Background: an optimization exercise with open tools, aiming at small area. Do not read the settings as production practice.
At most, simulation tests tie the RTL to the original design; equivalence was not proved.
Power is estimated from default activity; no workload was simulated.

==> inputs of v37 <==
## entry
module entry (
	input  wire clk,
	input  wire rst,
	input  wire uart_data,
	input  wire fb_in,
	output wire ocd_lvl_out,
	output wire buck_lvl_out,
	output wire buck_lvl_out_n,
	input  wire int_ocd,
	output wire int_out_p,
	output wire int_out_n
);
==> module entry, before the edit <==
module entry (
	input  wire clk,
	input  wire rst,
	input  wire uart_data,
	input  wire fb_in,
	output wire ocd_lvl_out,
	output wire buck_lvl_out,
	output wire buck_lvl_out_n,
	input  wire int_ocd,
	output wire int_out_p,
	output wire int_out_n
);
localparam [9:0] U_TERM = 10'd1, U_SEED_A = 10'd561, U_SEED_B = 10'd10;
localparam [8:0] T_TERM = 9'd1, T_SEED = 9'd154;
reg u1, u2, u3;	 
always @(posedge clk)
	if (rst) {u3, u2, u1} <= 3'b000;
	else {u3, u2, u1} <= {u2, u1, uart_data};
reg [3:0] ph;
reg [9:0] uc;
reg [7:0] sr;
reg [2:0] ja;	 
wire u_idle = (ph == 4'd0) | (ph == 4'd10);
wire u_start = u_idle & u3 & ~u2;
wire u_term = (uc == U_TERM);
wire u_shift = u_term & (ph >= 4'd2) & (ph <= 4'd9);
wire en = (ph == 4'd10);
always @(posedge clk)
	uc <= u_start ? U_SEED_A : u_term ? U_SEED_B : {uc[8:0], uc[9] ^ uc[6]};
always @(posedge clk)
	if (rst) ph <= 4'd0;
	else if (u_start) ph <= 4'd1;
	else if (en) ph <= 4'd0;
	else if (ph != 4'd0 && u_term) ph <= ph + 4'd1;
always @(posedge clk)
	if (u_shift) sr <= {u3, sr[7:1]};
always @(posedge clk)
	if (rst) ja <= 3'b000;
	else if (u_start) ja <= {ja[1:0], ~ja[2]};
wire we0 = en & ~ja[2] & ~ja[0];
wire we5 = en & ~ja[1] & ja[0];
wire we4 = en & ~ja[2] & ja[1];
wire we3 = en & ja[2] & ja[0];
wire we2 = en & ja[1] & ~ja[0];
wire we1 = en & ja[2] & ~ja[1];
wire [7:0] d_lo = sr & {8{~rst}};
wire [7:0] d_hi = sr | {8{rst}};
localparam [7:0] RV250 = 8'd250, RV79 = 8'd79;
wire [7:0] d250 = (RV250 & d_hi) | (~RV250 & d_lo);
wire [7:0] d79 = (RV79 & d_hi) | (~RV79 & d_lo);
reg [7:0] s_buck, s_ref, s_pred, s_ocd, s_fr, s_pw;
always @(posedge clk) if (rst | we5) s_buck <= d250;
always @(posedge clk) if (rst | we4) s_ref <= d79;
always @(posedge clk) if (rst | we3) s_pred <= d_lo;
always @(posedge clk) if (rst | we2) s_ocd <= d250;
always @(posedge clk) if (rst | we1) s_fr <= d_lo;
always @(posedge clk) if (rst | we0) s_pw <= d_lo;
reg [8:0] rc;
reg gen;
always @(posedge clk)
	if (rst) begin
		rc <= 9'd390;
		gen <= 1'b0;
	end else if (rc == 9'd390) begin
		rc <= {1'b0, s_ref};
		gen <= ~gen;
	end else rc <= rc - 9'd1;
reg p1, p2;
always @(posedge clk)
	if (rst) {p2, p1} <= 2'b00;
	else {p2, p1} <= {p1, ~fb_in};
reg [7:0] pc;
reg fb;
always @(posedge clk)
	if (rst) begin
		pc <= 8'd1;
		fb <= 1'b0;
	end else if (p2 ^ fb) begin
		if (pc == 8'd1) begin
			pc <= s_pred;
			fb <= p2;
		end else pc <= pc - 8'd1;
	end
reg gd, fd, sst;
reg [2:0] per;
reg [8:0] tc;	 
always @(posedge clk)
	if (rst) {gd, fd} <= 2'b00;
	else {gd, fd} <= {gen, fb};
wire gen_fall = gd & ~gen;
wire fb_fall = fd & ~fb;
wire t_term = (tc == T_TERM);
always @(posedge clk)
	tc <= (~sst | fb) ? T_SEED : t_term ? tc : {tc[7:0], tc[8] ^ tc[4]};
always @(posedge clk)
	if (rst) begin
		per <= 3'd4;
		sst <= 1'b0;
	end else if (~sst) begin
		if (gen_fall) per <= (per == 3'd0) ? 3'd4 : per - 3'd1;
		if (per == 3'd0 && fb_fall) sst <= 1'b1;
	end else if (t_term & ~gen) sst <= 1'b0;
wire sel = sst ? fb : gen;
reg o1, o2, sd;
always @(posedge clk)
	if (rst) {o2, o1, sd} <= 3'b000;
	else {o2, o1, sd} <= {o1, int_ocd, sel};
reg [8:0] lo;
reg [5:0] mid;
reg ir;
reg [7:0] ic;
wire ev9 = (lo == 9'd0);
wire ev15 = ev9 & (mid == 6'd0);
always @(posedge clk)
	if (rst) begin
		lo <= 9'd0;
		mid <= 6'd0;
		ir <= 1'b0;
		ic <= 8'd0;
	end else begin
		lo <= lo - 9'd1;
		if (ev9) mid <= mid - 6'd1;
		if (ev15) begin
			if (ic == 8'd0) begin
				ir <= ~ir;
				ic <= ir ? 8'd30 : s_fr;
			end else ic <= ic - 8'd1;
		end
	end
wire int_wire = ~ir & (ic[4:2] == 3'd0) & ({ic[1:0], mid} < s_pw);
reg ist, ff;
reg [1:0] skip;
always @(posedge clk)
	if (rst) begin
		ist <= 1'b0;
		skip <= 2'd3;
		ff <= 1'b0;
	end else if (~ist) begin
		if (sel & ~sd) ff <= ~int_wire;
		if (o2) ist <= 1'b1;
	end else if (skip == 2'd0) begin
		ist <= 1'b0;
		skip <= 2'd3;
	end else if (sel ^ sd) begin
		ff <= 1'b0;
		if (sel) skip <= skip - 2'd1;
	end
assign int_out_p = ~ff & sd;
assign int_out_n = ~ff & ~sd;
reg [7:0] oc;
always @(posedge clk)
	if (rst) oc <= 8'd0;
	else oc <= (oc == 8'd0) ? 8'd249 : oc - 8'd1;
assign ocd_lvl_out = oc < s_ocd;
assign buck_lvl_out = oc < s_buck;
assign buck_lvl_out_n = ~buck_lvl_out;
endmodule
export LEC_CHECK = 0
export CAP_MARGIN = 20
export CORE_MARGIN = 2
export CORE_UTILIZATION = 70
export SLEW_MARGIN = 20
create_clock -name core_clock -period 10.0 [get_ports {clk}]
run.sh (not shown) runs the stock make flow with config.mk's settings and CLKGATE_MAP_FILE= SYNTH_SCRIPT=/design/flow/synth_recipe.tcl, a recipe that flattens the netlist after the stock synthesis.
==> v28: changes against v37 <==
==> flow/design.v (replaced) <==
module e_uart (
	input  wire clk,
	input  wire rst,
	input  wire uart_data,
	output reg [7:0] sr,
	output reg [2:0] ja,
	output wire en
);
localparam [9:0] U_TERM = 10'd1, U_SEED_A = 10'd561, U_SEED_B = 10'd10;
reg u1, u2, u3;	 
always @(posedge clk)
	if (rst) {u3, u2, u1} <= 3'b000;
	else {u3, u2, u1} <= {u2, u1, uart_data};
reg [3:0] ph;
reg [9:0] uc;
wire u_idle = (ph == 4'd0) | (ph == 4'd10);
wire u_start = u_idle & u3 & ~u2;
wire u_term = (uc == U_TERM);
wire u_shift = u_term & (ph >= 4'd2) & (ph <= 4'd9);
assign en = (ph == 4'd10);
always @(posedge clk)
	uc <= u_start ? U_SEED_A : u_term ? U_SEED_B : {uc[8:0], uc[9] ^ uc[6]};
always @(posedge clk)
	if (rst) ph <= 4'd0;
	else if (u_start) ph <= 4'd1;
	else if (en) ph <= 4'd0;
	else if (ph != 4'd0 && u_term) ph <= ph + 4'd1;
always @(posedge clk)
	if (u_shift) sr <= {u3, sr[7:1]};
always @(posedge clk)
	if (rst) ja <= 3'b000;
	else if (u_start) ja <= {ja[1:0], ~ja[2]};
endmodule
module e_settings (
	input  wire clk,
	input  wire rst,
	input  wire [7:0] sr,
	input  wire [2:0] ja,
	input  wire en,
	output reg [7:0] s_buck,
	output reg [7:0] s_ref,
	output reg [7:0] s_pred,
	output reg [7:0] s_ocd,
	output reg [7:0] s_fr,
	output reg [7:0] s_pw
);
wire we0 = en & ~ja[2] & ~ja[0];
wire we5 = en & ~ja[1] & ja[0];
wire we4 = en & ~ja[2] & ja[1];
wire we3 = en & ja[2] & ja[0];
wire we2 = en & ja[1] & ~ja[0];
wire we1 = en & ja[2] & ~ja[1];
wire [7:0] d_lo = sr & {8{~rst}};
wire [7:0] d_hi = sr | {8{rst}};
localparam [7:0] RV250 = 8'd250, RV79 = 8'd79;
wire [7:0] d250 = (RV250 & d_hi) | (~RV250 & d_lo);
wire [7:0] d79 = (RV79 & d_hi) | (~RV79 & d_lo);
always @(posedge clk) if (rst | we5) s_buck <= d250;
always @(posedge clk) if (rst | we4) s_ref <= d79;
always @(posedge clk) if (rst | we3) s_pred <= d_lo;
always @(posedge clk) if (rst | we2) s_ocd <= d250;
always @(posedge clk) if (rst | we1) s_fr <= d_lo;
always @(posedge clk) if (rst | we0) s_pw <= d_lo;
endmodule
module e_ref (
	input  wire clk,
	input  wire rst,
	input  wire [7:0] s_ref,
	output reg gen
);
reg [8:0] rv;
wire [9:0] rc;
assign rc[0] = 1'b1;
genvar gi;
for (gi = 0; gi < 9; gi = gi + 1) begin : g_rc
	assign rc[gi+1] = rc[gi] & rv[gi];
end
wire r_term = (rv == 9'd121);
always @(posedge clk)
	if (rst) begin
		rv <= 9'd121;
		gen <= 1'b0;
	end else if (r_term) begin
		rv <= {1'b1, ~s_ref};
		gen <= ~gen;
	end else rv <= rv ^ rc[8:0];
endmodule
module e_pred (
	input  wire clk,
	input  wire rst,
	input  wire fb_in,
	input  wire [7:0] s_pred,
	output reg fb
);
reg p1, p2;
always @(posedge clk)
	if (rst) {p2, p1} <= 2'b00;
	else {p2, p1} <= {p1, ~fb_in};
reg [7:0] pw;
wire p_en = p2 ^ fb;
wire [8:0] pc;
assign pc[0] = p_en;
genvar gi;
for (gi = 0; gi < 8; gi = gi + 1) begin : g_pc
	assign pc[gi+1] = pc[gi] & pw[gi];
end
wire p_term = p_en & (pw == 8'd254);
always @(posedge clk)
	if (rst) begin
		pw <= 8'd254;
		fb <= 1'b0;
	end else if (p_term) begin
		pw <= ~s_pred;
		fb <= p2;
	end else pw <= pw ^ pc[7:0];
endmodule
module e_sel (
	input  wire clk,
	input  wire rst,
	input  wire gen,
	input  wire fb,
	output wire sel
);
localparam [8:0] T_TERM = 9'd1, T_SEED = 9'd154;
reg gd, fd, sst;
reg [2:0] per;
reg [8:0] tc;
always @(posedge clk)
	if (rst) {gd, fd} <= 2'b00;
	else {gd, fd} <= {gen, fb};
wire gen_fall = gd & ~gen;
wire fb_fall = fd & ~fb;
wire t_term = (tc == T_TERM);
always @(posedge clk)
	tc <= (~sst | fb) ? T_SEED : t_term ? tc : {tc[7:0], tc[8] ^ tc[4]};
always @(posedge clk)
	if (rst) begin
		per <= 3'd4;
		sst <= 1'b0;
	end else if (~sst) begin
		if (gen_fall) per <= (per == 3'd0) ? 3'd4 : per - 3'd1;
		if (per == 3'd0 && fb_fall) sst <= 1'b1;
	end else if (t_term & ~gen) sst <= 1'b0;
assign sel = sst ? fb : gen;
endmodule
module e_igen (
	input  wire clk,
	input  wire rst,
	input  wire [7:0] s_fr,
	input  wire [7:0] s_pw,
	output wire int_wire
);
function cy8(input [7:0] a, input [7:0] c);	 
	integer k;
	reg r;
	begin
		r = 1'b0;
		for (k = 0; k < 8; k = k + 1) r = (a[k] & c[k]) | ((a[k] | c[k]) & r);
		cy8 = r;
	end
endfunction
reg [8:0] lo;
reg [5:0] nm;
reg ir;
reg [7:0] u;
wire lo_z = (lo[7:0] == 8'd0);
wire ev9 = lo_z & ~lo[8];
wire [6:0] mc;
assign mc[0] = ev9;
genvar gi;
for (gi = 0; gi < 6; gi = gi + 1) begin : g_mc
	assign mc[gi+1] = mc[gi] & nm[gi];
end
wire [8:0] ic;
assign ic[0] = mc[6];
for (gi = 0; gi < 8; gi = gi + 1) begin : g_ic
	assign ic[gi+1] = ic[gi] & u[gi];
end
wire i_load = ic[8];
always @(posedge clk)
	if (rst) begin
		lo <= 9'd0;
		nm <= 6'd63;
		ir <= 1'b0;
		u <= 8'd255;
	end else begin
		lo <= {lo[7:0], lo[8] ^ lo[4] ^ lo_z};
		nm <= nm ^ mc[5:0];
		ir <= ir ^ i_load;
		u <= i_load ? ~(ir ? 8'd30 : s_fr) : u ^ ic[7:0];
	end
assign int_wire = ~ir & (u[4:2] == 3'b111) & cy8({u[1:0], nm}, s_pw);
endmodule
module e_int (
	input  wire clk,
	input  wire rst,
	input  wire int_ocd,
	input  wire sel,
	input  wire int_wire,
	output wire int_out_p,
	output wire int_out_n
);
reg o1, o2, sd;
always @(posedge clk)
	if (rst) {o2, o1, sd} <= 3'b000;
	else {o2, o1, sd} <= {o1, int_ocd, sel};
reg ist, ff;
reg [1:0] skip;
always @(posedge clk)
	if (rst) begin
		ist <= 1'b0;
		skip <= 2'd3;
		ff <= 1'b0;
	end else if (~ist) begin
		if (sel & ~sd) ff <= ~int_wire;
		if (o2) ist <= 1'b1;
	end else if (skip == 2'd0) begin
		ist <= 1'b0;
		skip <= 2'd3;
	end else if (sel ^ sd) begin
		ff <= 1'b0;
		if (sel) skip <= skip - 2'd1;
	end
assign int_out_p = ~ff & sd;
assign int_out_n = ~ff & ~sd;
endmodule
module e_pwm (
	input  wire clk,
	input  wire rst,
	input  wire [7:0] s_ocd,
	input  wire [7:0] s_buck,
	output wire ocd_lvl_out,
	output wire buck_lvl_out,
	output wire buck_lvl_out_n
);
function cy8(input [7:0] a, input [7:0] c);	 
	integer k;
	reg r;
	begin
		r = 1'b0;
		for (k = 0; k < 8; k = k + 1) r = (a[k] & c[k]) | ((a[k] | c[k]) & r);
		cy8 = r;
	end
endfunction
reg [7:0] noc;
wire [8:0] oc;
assign oc[0] = 1'b1;
genvar gi;
for (gi = 0; gi < 8; gi = gi + 1) begin : g_oc
	assign oc[gi+1] = oc[gi] & noc[gi];
end
always @(posedge clk)
	if (rst) noc <= 8'd255;
	else noc <= (noc ^ oc[7:0]) | ({8{oc[8]}} & 8'b00000110);
assign ocd_lvl_out = cy8(noc, s_ocd);
assign buck_lvl_out = cy8(noc, s_buck);
assign buck_lvl_out_n = ~buck_lvl_out;
endmodule
module entry (
	input  wire clk,
	input  wire rst,
	input  wire uart_data,
	input  wire fb_in,
	output wire ocd_lvl_out,
	output wire buck_lvl_out,
	output wire buck_lvl_out_n,
	input  wire int_ocd,
	output wire int_out_p,
	output wire int_out_n
);
wire [7:0] sr, s_buck, s_ref, s_pred, s_ocd, s_fr, s_pw;
wire [2:0] ja;
wire en, gen, fb, sel, int_wire;
e_uart u_uart(.clk(clk), .rst(rst), .uart_data(uart_data), .sr(sr), .ja(ja), .en(en));
e_settings u_set(.clk(clk), .rst(rst), .sr(sr), .ja(ja), .en(en),
	.s_buck(s_buck), .s_ref(s_ref), .s_pred(s_pred), .s_ocd(s_ocd), .s_fr(s_fr), .s_pw(s_pw));
e_ref u_ref(.clk(clk), .rst(rst), .s_ref(s_ref), .gen(gen));
e_pred u_pred(.clk(clk), .rst(rst), .fb_in(fb_in), .s_pred(s_pred), .fb(fb));
e_sel u_sel(.clk(clk), .rst(rst), .gen(gen), .fb(fb), .sel(sel));
e_igen u_igen(.clk(clk), .rst(rst), .s_fr(s_fr), .s_pw(s_pw), .int_wire(int_wire));
e_int u_int(.clk(clk), .rst(rst), .int_ocd(int_ocd), .sel(sel), .int_wire(int_wire),
	.int_out_p(int_out_p), .int_out_n(int_out_n));
e_pwm u_pwm(.clk(clk), .rst(rst), .s_ocd(s_ocd), .s_buck(s_buck),
	.ocd_lvl_out(ocd_lvl_out), .buck_lvl_out(buck_lvl_out), .buck_lvl_out_n(buck_lvl_out_n));
endmodule
CTS_BUF_LIST = sky130_fd_sc_hd__clkbuf_8   (was not set)
==> summary of the runs <==
Between v28 and v37, the lower global-route usage is in v28 (gap 4.8 points).
Between v37 and v28, the lower final cell count is in v28 (gap about 22%, measured against v28).
Of v28 and v37, v28 has the higher sequential share of layout area (gap 6.7 points).
Of v28 and v37, v37 has the higher sequential power (gap 3.3%, measured against v37).
In v37 the routed wire length is larger than in v28, by about 36%.
In v37 the die area is larger than in v28, by about 11%.
Total power: v37 is larger than v28 (22%).
Of v37 and v28, v37 has the higher combinational power (gap about 55%, measured against v28).
Of v37 and v28, v37 has the higher area after synthesis (gap about 11%, measured against v28).
Function not checked in v28: the RTL went through the layout flow alone.

[port drivers added, routing unchanged]
The results above use ideal ports. As a check the final layouts listed here were re-extracted and re-timed, cells and wires unchanged.
Step 1 sets driving cells, clkbuf_16 on the clock port and buf_2 on the other inputs (assumed; they add their load-dependent delay and slew).
Step 2 times the ports against the registers' clock, not the clock port: input delays grow and output delays shrink by t, the midpoint of the rising clock arrivals with the driver on.
Three values: ideal ports, drivers, drivers and shift; two values: the first two.
| run | shift t [ns] | setup slack, ns | worst setup path at the end | worst register clock-pin slew, ns | pins driven straight from the clock port |
|---|---|---|---|---|---|
| v37 | 0.560 | 5.477 / 5.440 / 5.867 | input to register | 0.06 / 0.06 | 1 |
| v28 | 0.456 | 5.956 / 5.924 / 6.040 | register to register | 0.09 / 0.09 | 1 |
After both steps setup and hold are still met in every run listed.
